This design comes from an exercise in tuning for small area on the open sky130 flow, not from production work. Only simulation tests tie the RTL to the original design; equivalence was not proved. No activity file was given, so power comes from the tool's default toggle rates.

## design/flow/config.mk

```make
export PLATFORM = sky130hd
export DESIGN_NAME = ecpri_top
export DESIGN_NICKNAME = ecpri_top
export VERILOG_FILES = /design/flow/design.v
export SDC_FILE = /design/flow/constraint.sdc
export NUM_CORES = 4
export LEC_CHECK = 0
export CAP_MARGIN = 20
export CORE_MARGIN = 2
export CORE_UTILIZATION = 40
export PLACE_DENSITY = 0.6
export SLEW_MARGIN = 20
```

## design/flow/run.sh

```bash
#!/bin/bash
# synth_recipe.tcl (not shown) runs the flow's synth.tcl, then flattens the netlist and writes it again
# the make line also repeats each setting of config.mk as NAME=value (left out here)
make -C /OpenROAD-flow-scripts/flow DESIGN_CONFIG=/design/flow/config.mk WORK_HOME=/design/flow/orfs CLKGATE_MAP_FILE= SYNTH_SCRIPT=/design/flow/synth_recipe.tcl finish
```

## design/flow/constraint.sdc

```tcl
create_clock -name core_clock -period 4.0 [get_ports {clk}]
set_input_delay 0.8000 -clock core_clock [delete_from_list [all_inputs] [get_ports {clk}]]
set_output_delay 0.8000 -clock core_clock [all_outputs]
set_load 0.01 [all_outputs]
```

## design/flow/design.v

```verilog
module  ecpri_rx ( send_write_resp, send_read_resp, resp_payload_len,
                    addr_0, data_0, we_0, oe_0,  
                    addr_1, data_1, we_1, oe_1,  
                    addr_2, data_2, we_2, oe_2,  
                    clk, inp_data_fifo, recv_pkt, reset);
parameter DATA_WIDTH = 8 ;
parameter ADDR_WIDTH = 16 ;
input wire reset;
input wire [DATA_WIDTH-1:0] inp_data_fifo;
input wire clk;
input wire recv_pkt;
output reg send_write_resp;
output reg send_read_resp;
output reg [DATA_WIDTH-1:0] resp_payload_len;
output reg [ADDR_WIDTH-1:0] addr_0;
output reg [DATA_WIDTH-1:0] data_0;
output reg we_0;
output reg oe_0;
output reg [ADDR_WIDTH-1:0] addr_1;
input wire [DATA_WIDTH-1:0] data_1;
output reg we_1;
output reg oe_1;
output reg [ADDR_WIDTH-1:0] addr_2;
output reg [DATA_WIDTH-1:0] data_2;
output reg we_2;
output reg oe_2;
reg [DATA_WIDTH-1:0] prev_d;
reg [7:0] state;
reg [7:0] next_state;
reg [7:0] g_hdr_offset;
reg [7:0] l_rm_mem_hdr_offset;
reg [7:0] g_ver;
reg [7:0] g_msg_type;
reg [15:0] g_payload_len;
reg [7:0] l_rm_acc_id;
reg [7:0] l_rm_rw_req_resp;
reg [15:0] l_rm_ele_id;
reg [47:0] l_rm_addr;
reg [15:0] l_rm_len;
parameter  eth_hdr_offset = 0;
parameter  eth_hdr_len = 14;
parameter  ip_hdr_offset = 14;
parameter  ip_hdr_len = 20;
parameter  udp_hdr_start = 34;
parameter  udp_hdr_len = 8;
parameter  vlan_offset = 0;
parameter  reset_rx = 0;
parameter  find_cpri_hdr = 1;
parameter  read_cpri_hdr = 2;
parameter  read_cpri_remote_mem_hdr = 3;
parameter  cpri_type = 4;
parameter  cpri_remote_memory = 5;
parameter  read_payload = 8;
parameter  raise_rx_resp = 9;
parameter  write_id = 10;
parameter  write_mem = 11;
parameter  write_to_mem = 13;
parameter  raise_tx_resp = 14;
always @(posedge clk or posedge reset) begin
    if (reset) begin
        state <= reset_rx;
        send_write_resp <=0;
        send_read_resp <= 0;
        resp_payload_len <= 0;
        addr_0 <=0;
        data_0 <=0;
        we_0 <=0;
        oe_0 <=0;
        addr_1 <= 0;
        we_1 <= 0;
        oe_1 <= 0;
        addr_2 <= 0;
        data_2 <= 0;
        we_2 <= 0;
        oe_2 <= 0;
        next_state <= reset_rx;
        g_hdr_offset  <= 0;
        g_ver <= 0;
        g_msg_type <= 0;
        g_payload_len <= 0;
        l_rm_acc_id <= 0;
        l_rm_rw_req_resp <= 0;
        l_rm_ele_id <= 0;
        l_rm_addr <= 0;
        l_rm_len <= 0;
    end
    else begin
        state <= next_state;
        addr_1 <= addr_1 + 1;
        oe_1 <= 1;
        addr_0 <= addr_0 + 1;
        data_0 <= data_1;
        if (!state[0] && next_state[0]) begin
            case (next_state)
                find_cpri_hdr: begin
                    we_0 <= 1;
                    oe_0 <= 0;
                end
                write_to_mem :begin
                    we_2 <= 1;
                    oe_2 <= 0;
                end
                default : begin
                end
            endcase
        end
        case (next_state)
            reset_rx: begin
                if (recv_pkt) begin
                    next_state <= find_cpri_hdr;
                end
            end
            find_cpri_hdr: begin   
                if ( {prev_d, data_1} == 16'haefe) begin
                    next_state <= read_cpri_hdr;
                end
            end
            read_cpri_hdr: begin
                if (g_hdr_offset == 8'h0) begin
                   g_ver <= data_1;
                end else
                if (g_hdr_offset == 8'h1) begin
                   g_msg_type <= data_1;
                end else
                if (g_hdr_offset == 8'h2) begin
                    g_payload_len [15:8] <= data_1;
                end else
                if (g_hdr_offset == 8'h3) begin
                    g_payload_len [7:0] <= data_1;
                    next_state <= read_cpri_remote_mem_hdr;
                end
                g_hdr_offset <= g_hdr_offset + 1;
            end
            read_cpri_remote_mem_hdr: begin
                if (g_msg_type != 8'h4) begin
                  next_state <= reset_rx;
                end else begin
                    if (l_rm_mem_hdr_offset == 8'h0) begin
                        l_rm_acc_id <= data_1;
                    end
                    if (l_rm_mem_hdr_offset == 8'h1) begin
                        l_rm_rw_req_resp <= data_1;
                    end
                    if ((l_rm_mem_hdr_offset == 8'h2) || (l_rm_mem_hdr_offset == 8'h3)) begin
                        l_rm_ele_id <= (l_rm_ele_id << 8'h8) | data_1;
                    end
                    if ((l_rm_mem_hdr_offset > 8'h3)  &&  (l_rm_mem_hdr_offset < 8'ha) ) begin
                        l_rm_addr <= (l_rm_addr << 8'h8) | data_1;
                    end
                    if ((l_rm_mem_hdr_offset == 8'ha)  ||  (l_rm_mem_hdr_offset == 8'hb)) begin
                        l_rm_len <= (l_rm_len << 8'h8) | data_1;
                    end
                    if (l_rm_mem_hdr_offset == 8'hb) begin
                        if ( l_rm_rw_req_resp == 8'h0) begin
                            next_state <= read_payload;
                        end else begin
                            next_state <= write_to_mem;
                            addr_2 <= 0;
                        end
                    end
                end
            end
            read_payload : begin
                resp_payload_len  <= l_rm_len[7:0] ;
                next_state <= raise_rx_resp;
            end
            raise_rx_resp : begin
                send_read_resp <= 1;
                next_state <= reset_rx;
            end
            write_to_mem : begin
                if ( l_rm_len > 8'h0) begin
                    l_rm_len <= l_rm_len - 1;
                    addr_2 <= addr_2 + 1;
                    data_2 <= data_1;
                end
            end
            raise_tx_resp : begin
                send_write_resp <= 1;
                next_state <= reset_rx;
            end
            default : begin
            end
        endcase
    end
end
always @(posedge clk) begin
    if (!reset) begin
        prev_d <= data_1;
        if ((next_state == read_cpri_hdr) && (g_hdr_offset == 8'h3)) begin
            l_rm_mem_hdr_offset <= 0;
        end else if ((next_state == read_cpri_remote_mem_hdr) && (g_msg_type == 8'h4)) begin
            l_rm_mem_hdr_offset  <= l_rm_mem_hdr_offset + 1;
        end
    end
end
endmodule  
module ecpri_tx ( cpri_pkt_rdy_flg,
                addr_0, data_0, we_0, oe_0,  
                addr_1, data_1, we_1, oe_1,   
                addr_2, data_2, we_2, oe_2,   
                send_write_resp, send_read_resp,
                clk, resp_payload_len, reset, recv_pkt);
parameter DATA_WIDTH = 8 ;
parameter ADDR_WIDTH = 16 ;
input wire reset;
input wire clk;
input wire recv_pkt;
input wire send_write_resp;
input wire send_read_resp;
input wire [7:0] resp_payload_len;
output reg cpri_pkt_rdy_flg;
output reg [ADDR_WIDTH-1:0] addr_0;
input wire [DATA_WIDTH-1:0] data_0;
output reg we_0;
output reg oe_0;
output reg [ADDR_WIDTH-1:0] addr_1;
output reg [DATA_WIDTH-1:0] data_1;
output reg we_1;
output reg oe_1;
output reg [ADDR_WIDTH-1:0] addr_2;
output reg [DATA_WIDTH-1:0] data_2;
output reg we_2;
output reg oe_2;
reg [7:0] state;
reg [7:0] next_state;
reg [7:0] g_hdr_addr;
reg [7:0] l_rm_mem_hdr_addr;
reg [7:0] g_ver;
reg [7:0] g_msg_type;
reg [15:0] g_payload_len;
reg [7:0] l_rm_acc_id;
reg [7:0] l_rm_rw_req_resp;
reg [15:0] l_rm_ele_id;
reg [47:0] l_rm_addr;
reg [15:0] l_rm_len;
parameter reset_tx = 1;
parameter write_cpri_hdr = 2;
parameter write_cpri_remote_mem_hdr = 3;
parameter read_payload = 4;
parameter write_to_mem = 6;
parameter cpri_pkt_rdy = 7;
parameter g_hdr_offset = 0;
parameter g_hdr_len = 4;
parameter l_hdr_offset = 4;
parameter l_hdr_len = 12;
always @(posedge clk or posedge reset) begin
    if (reset) begin
        state <= reset_tx;
        next_state <= reset_tx;
        cpri_pkt_rdy_flg <= 0;
        addr_0 <=0;
        we_0 <=0;
        oe_0 <=0;
        addr_1 <=0;
        data_1 <=0;
        we_1 <=0;
        oe_1 <=0;
        addr_2 <=0;
        data_2 <=0;
        we_2 <=0;
        oe_2 <=0;
        g_hdr_addr  <= 0;
        g_ver <= 0;
        g_msg_type <= 0;
        g_payload_len <= 0;
        l_rm_acc_id <= 0;
        l_rm_rw_req_resp <= 0;
        l_rm_ele_id <= 0;
        l_rm_addr <= 0;
        l_rm_len <= 0;
    end
    else begin
        if ( (send_write_resp == 1'b1) || (send_read_resp == 1'b1) ) begin
            state <= next_state;
            if (next_state != cpri_pkt_rdy) begin
                addr_1 <= addr_1 + 1;
                we_1 <= 1;
            end
        end
        case (next_state)
            reset_tx: begin
                if ((send_write_resp == 1'b1) || (send_read_resp == 1'b1) ) begin
                    next_state <= write_cpri_hdr;
                    g_payload_len <= resp_payload_len + 4 ;
                    oe_0  <= 1;
                end
            end
             write_cpri_hdr: begin
                if (g_hdr_addr == 8'h0) begin
                   data_1 <= 8'h10 ;
                end else
                if (g_hdr_addr == 8'h1) begin
                    data_1 <= 8'h4;
                end else
                if (g_hdr_addr == 8'h2) begin
                    data_1 <= g_payload_len [15:8];
                end else
                if (g_hdr_addr == 8'h3) begin
                    data_1 <= g_payload_len [7:0];
                    next_state <= write_cpri_remote_mem_hdr;
                    l_rm_len  <=  resp_payload_len ;
                end
                g_hdr_addr <= g_hdr_addr + 1;
            end
            write_cpri_remote_mem_hdr: begin
                    if (l_rm_mem_hdr_addr == 8'h0) begin
                        data_1 <= l_rm_acc_id ;
                    end
                    if (l_rm_mem_hdr_addr == 8'h1) begin
                        if (send_write_resp == 1'b1) begin
                            data_1 <= 8'h11;
                        end if (send_read_resp == 1'b1) begin
                            data_1 <= 8'h10;
                        end else begin
                            next_state <= reset_tx;
                        end
                    end
                    if (l_rm_mem_hdr_addr == 8'h2)  begin
                        data_1 <= l_rm_ele_id [15:8];
                    end
                    if (l_rm_mem_hdr_addr == 8'h3) begin
                        data_1 <= l_rm_ele_id[7:0];
                    end
                    if ( (l_rm_mem_hdr_addr > 8'h3)  &&  (l_rm_mem_hdr_addr < 8'ha) ) begin
                        data_1 <= l_rm_addr[47:40] ;
                    end
                    if ((l_rm_mem_hdr_addr == 8'ha)  ||  (l_rm_mem_hdr_addr == 8'hb)) begin
                        data_1 <= l_rm_len [15:8];
                    end
                    if (l_rm_mem_hdr_addr == 8'hb) begin
                        if ( send_read_resp == 1'b1) begin
                            next_state <= read_payload;
                            addr_0 <= 0;
                        end else begin
                            next_state <= write_to_mem;
                        end
                    end
            end
            read_payload : begin
                if ( l_rm_len > 8'h0) begin
                    l_rm_len <= l_rm_len - 1;
                    addr_1 <= addr_1 + 1;
                    addr_0 <= addr_0 + 1;
                    data_1 <= data_0;
                end else begin
                    next_state <= cpri_pkt_rdy;
                end
            end
            write_to_mem : begin
                next_state <= cpri_pkt_rdy;
            end
            cpri_pkt_rdy: begin
                cpri_pkt_rdy_flg  <= 1;
            end
            default : begin
            end
        endcase
    end
end
always @(posedge clk) begin
    if (!reset) begin
        if ((next_state == write_cpri_hdr) && (g_hdr_addr == 8'h3)) begin
            l_rm_mem_hdr_addr <= 0;
        end else if (next_state == write_cpri_remote_mem_hdr) begin
            l_rm_mem_hdr_addr  <= l_rm_mem_hdr_addr + 1;
        end
    end
end
endmodule  
module ecpri_top (
    input  wire        clk,
    input  wire        reset,
    input  wire        recv_pkt,
    input  wire [7:0]  inp_data_fifo,
    input  wire [7:0]  rx_data_1,
    input  wire [7:0]  tx_data_0,
    output wire        send_write_resp,
    output wire        send_read_resp,
    output wire [7:0]  resp_payload_len,
    output wire [15:0] rx_addr_0,
    output wire [7:0]  rx_data_0,
    output wire        rx_we_0,
    output wire        rx_oe_0,
    output wire [15:0] rx_addr_1,
    output wire        rx_we_1,
    output wire        rx_oe_1,
    output wire [15:0] rx_addr_2,
    output wire [7:0]  rx_data_2,
    output wire        rx_we_2,
    output wire        rx_oe_2,
    output wire        cpri_pkt_rdy_flg,
    output wire [15:0] tx_addr_0,
    output wire        tx_we_0,
    output wire        tx_oe_0,
    output wire [15:0] tx_addr_1,
    output wire [7:0]  tx_data_1,
    output wire        tx_we_1,
    output wire        tx_oe_1,
    output wire [15:0] tx_addr_2,
    output wire [7:0]  tx_data_2,
    output wire        tx_we_2,
    output wire        tx_oe_2
);
ecpri_rx dut_ecpri_rx (
    .send_write_resp(send_write_resp), .send_read_resp(send_read_resp), .resp_payload_len(resp_payload_len),
    .addr_0(rx_addr_0), .data_0(rx_data_0), .we_0(rx_we_0), .oe_0(rx_oe_0),
    .addr_1(rx_addr_1), .data_1(rx_data_1), .we_1(rx_we_1), .oe_1(rx_oe_1),
    .addr_2(rx_addr_2), .data_2(rx_data_2), .we_2(rx_we_2), .oe_2(rx_oe_2),
    .clk(clk), .inp_data_fifo(inp_data_fifo), .recv_pkt(recv_pkt), .reset(reset)
);
ecpri_tx dut_ecpri_tx (
    .cpri_pkt_rdy_flg(cpri_pkt_rdy_flg),
    .addr_0(tx_addr_0), .data_0(tx_data_0), .we_0(tx_we_0), .oe_0(tx_oe_0),
    .addr_1(tx_addr_1), .data_1(tx_data_1), .we_1(tx_we_1), .oe_1(tx_oe_1),
    .addr_2(tx_addr_2), .data_2(tx_data_2), .we_2(tx_we_2), .oe_2(tx_oe_2),
    .send_write_resp(send_write_resp), .send_read_resp(send_read_resp),
    .clk(clk), .resp_payload_len(resp_payload_len), .reset(reset), .recv_pkt(recv_pkt)
);
endmodule
```

==> impl_results.md <==
- R2R depth: 7
- Max-slew violations: 0
- Final hold vios: 0
- Ys async rst share: 89.33%
- Pre-antenna DRT Iters: 4
- Global-route wire length before repair: 43480 µm
- GRT overflow: 0
- Mapped Avg Cell Area: 10.41 µm²
- Die Ht: 171.9 µm
- Initial drt markers: 554
- Fmax: 323.7 MHz
- Wire length per cell: 16.66 µm
- Post-route clock period utilization: 77.24%
- Max Cap Violations: 0
- Largest net degree at the start of global routing: 175
- Min-delay worst type: flop to flop
- Setup TNS: 0 ns
- Antenna-violating nets left: 0
- Nets: 1269
- Hold depth: 1
- Initial antenna violation count: 0
- Setup ws final: 0.9104 ns
- EDFF count, synth: 24
- Sequential area share after synthesis: 51.02%
- Cell Area, Synth: 11270 µm²
- Post-CTS Setup Repair Bufs: 0
- Residual DRC count: 0
- Main synth FF type: dfrtp_1
- Critical path startpoint category: flop
- Diodes inserted: 0
- Final hold slack: 0.4524 ns
- Crit path time final: 3.090 ns
- Top cells by count, synth: dfrtp_1, nand2_1, nor2_1
- Bufs on Longest Clock Path: 3
- Register bit total from synthesis: 225
- I/O Buffers: 138
- Site Rows: 61
- Clock latency on the worst-skew pair: 0.53 ns
- Total Power: 5.453 mW
- Crit path DAT: 3.51 ns
- Yosys top cell by area: dfrtp_1
- Ratio of cells with drive above 1 in the final layout: 8.981%
- Worst Path Max Fanout: 15
- Die width: 171.9 µm
- CTS Root Cell: clkbuf_16
- Leakage: 5.787 nW
- Final std cells w/o fill: 1614
- Most common cell in the netlist: dfrtp_1
- Cts repair resizes: 0
- Starting Density: 40.58%
- Setup slack at placement: 0.9198 ns
- Tot GR Track Use: 18.11%
- RSZ-0062 raised after global routing: false
- Synth area leaders: dfrtp_1, edfxtp_1, xnor2_1
- Relative slew margins: 35.41%
- Clock sink count: 225
- Post-layout util: 49.68%
- Crit path capture type: flop
- Die ar.: 29550 µm²
- Vias in the first global route: 8167
- Layout Skew: 0.01424 ns
- Placed Area: 12930 µm²
- Power density cells: 395.0 nW/µm²
- Synth top area share: 44.39%
- Via Count: 8621
- Worst slew pin tran: 0.9688 ns
- CTS tree: done
- Htree depth: 1
- P&R area growth vs syn: 22.43%
- WL final: 26890 µm
- VDD IR-drop max: 0.0002303 V
- Worst setup path class: flop to flop
- Post-CTS Hold Buffers: 0
- Num CTS Buffers: 26
- WP data required: 4.42 ns
- Finished Cell Area: 13800 µm²
- Placed cells: 1569
- Mapped Cells: 1083
- Distinct cell type count after synthesis: 79
- CTS clk-pin slew, worst paths: 0.06 ns
- Area of the core: 27780 µm²
- IO Pins: 178
- Gp weighted congestion: 0.8076
- Synth warn: 2
- Final Setup Violations: 0
- Run status: timing/DRC/antenna clean
- Routed vias/inst: 5.341
- Detailed Place HPWL: 18270 µm
-- worst max-delay path, cell delays in order (launching register included) --
cell	delay, ns
dfrtp_1	0.44
inv_1	0.09
ha_1	0.18
nor3b_1	0.60
nand2_1	0.57
o21ai_4	0.51
nand2_1	0.28
o221a_2	0.31
-- where the power goes --
part	leakage [nW]	total [mW]	internal, mW	switching, mW
registers	2.86	2.56	2.43	0.125
clock network	0.436	2.41	1.48	0.929
logic	2.50	0.487	0.239	0.249
-- placed cells by master, fill, tap and decap left out, types with 29 or more instances in the layout --
cell type,count
dfrtp_1,200
clkdlybuf4s50_1,138
nand2_1,93
nor2_1,82
xnor2_1,57
o21ai_0,49
nand3_1,47
a21oi_1,41
nor3_1,35
xor2_1,34
mux2_2,32
conb_1,32
nand4_1,29
-- cell families after synthesis --
| group | Yosys count | share of synthesized area, % |
|---|---|---|
| and+or+nand+nor | 410 | 19.19 |
| DFF | 225 | 51.02 |
| AOI/OAI and AO/OA | 199 | 12.05 |
| buffers and inverters | 98 | 4.594 |
| xor gates and xnor gates | 91 | 7.069 |
| muxes | 35 | 3.462 |
| adders and majority gates | 23 | 2.552 |
| other | 2 | 0.06661 |
-- metal layers --
| layer | track usage, % | routed length, µm | part of all wire (%) |
|---|---|---|---|
| met3 | 3.479 | 1663 | 6.2 |
| met2 | 28.67 | 12310 | 46 |
| met4 | 3.654 | 358 | 1.3 |
| met5 | 0 | 0 | 0 |
| met1 | 26.01 | 12560 | 47 |
-- final cells by class --
cell class / count / area [µm²]
Fill cell: 2577 / 13980
Sequential cell: 225 / 5752
Multi-Input combinational cell: 790 / 5129
Timing Repair Buffer: 148 / 1469
Clock buffer: 38 / 787.0
Tap cell: 378 / 473.0
Inverter: 28 / 108.9
Clock inverter: 7 / 85.08
-- state kept, by name (all words and copies together) (netlist names), 9 cells and up --
signal                      flops
dut_ecpri_rx.addr_0            16
dut_ecpri_rx.addr_1            16
dut_ecpri_rx.addr_2            16
dut_ecpri_rx.l_rm_len          16
dut_ecpri_tx.addr_0            16
dut_ecpri_tx.addr_1            16
dut_ecpri_tx.l_rm_len          16
dut_ecpri_tx.g_payload_len      9
-- path summary, 6_finish.rpt --
check,startpoint,to,slack (ns)
max in group asynchronous,reset,dut_ecpri_rx.addr_2[6],1.87
hold / removal,dut_ecpri_rx.state[0],dut_ecpri_rx.we_0,0.45
hold reg to reg,dut_ecpri_rx.state[0],dut_ecpri_rx.we_0,0.45
setup / recovery,dut_ecpri_tx.l_rm_len[0],dut_ecpri_tx.l_rm_len[0],0.91
min in group asynchronous,reset,dut_ecpri_rx.l_rm_len[5],0.79
setup reg to reg,dut_ecpri_tx.l_rm_len[0],dut_ecpri_tx.l_rm_len[0],0.91

what the ideal ports hide:
The flow's constraints put no driver on any port. The routed layout listed below was extracted and timed again, unchanged, in two steps. Step 1: set_driving_cell puts a clkbuf_16 on clk and a buf_2 on each other input, an assumption about the parent block. Step 2 adds t to the input delays and takes it off the output delays; t is the mean of the earliest and latest rising clock arrival at the registers after step 1. Input paths then give back, and output paths get back, about the clock's delay inside the block. Slacks: ideal / step 1 / step 2; pairs: ideal / step 1.
shift t [ns]: 0.569
slack for setup (ns): 0.910 / 0.910 / 0.910
hold slack, ns: 0.452 / 0.452 / 0.452
pins driven straight from the clock port: 1
After both steps setup and hold are still met in this run. For this run, drivers alone change the setup slack by 0.000 ns; drivers and shift together by 0.000 ns.
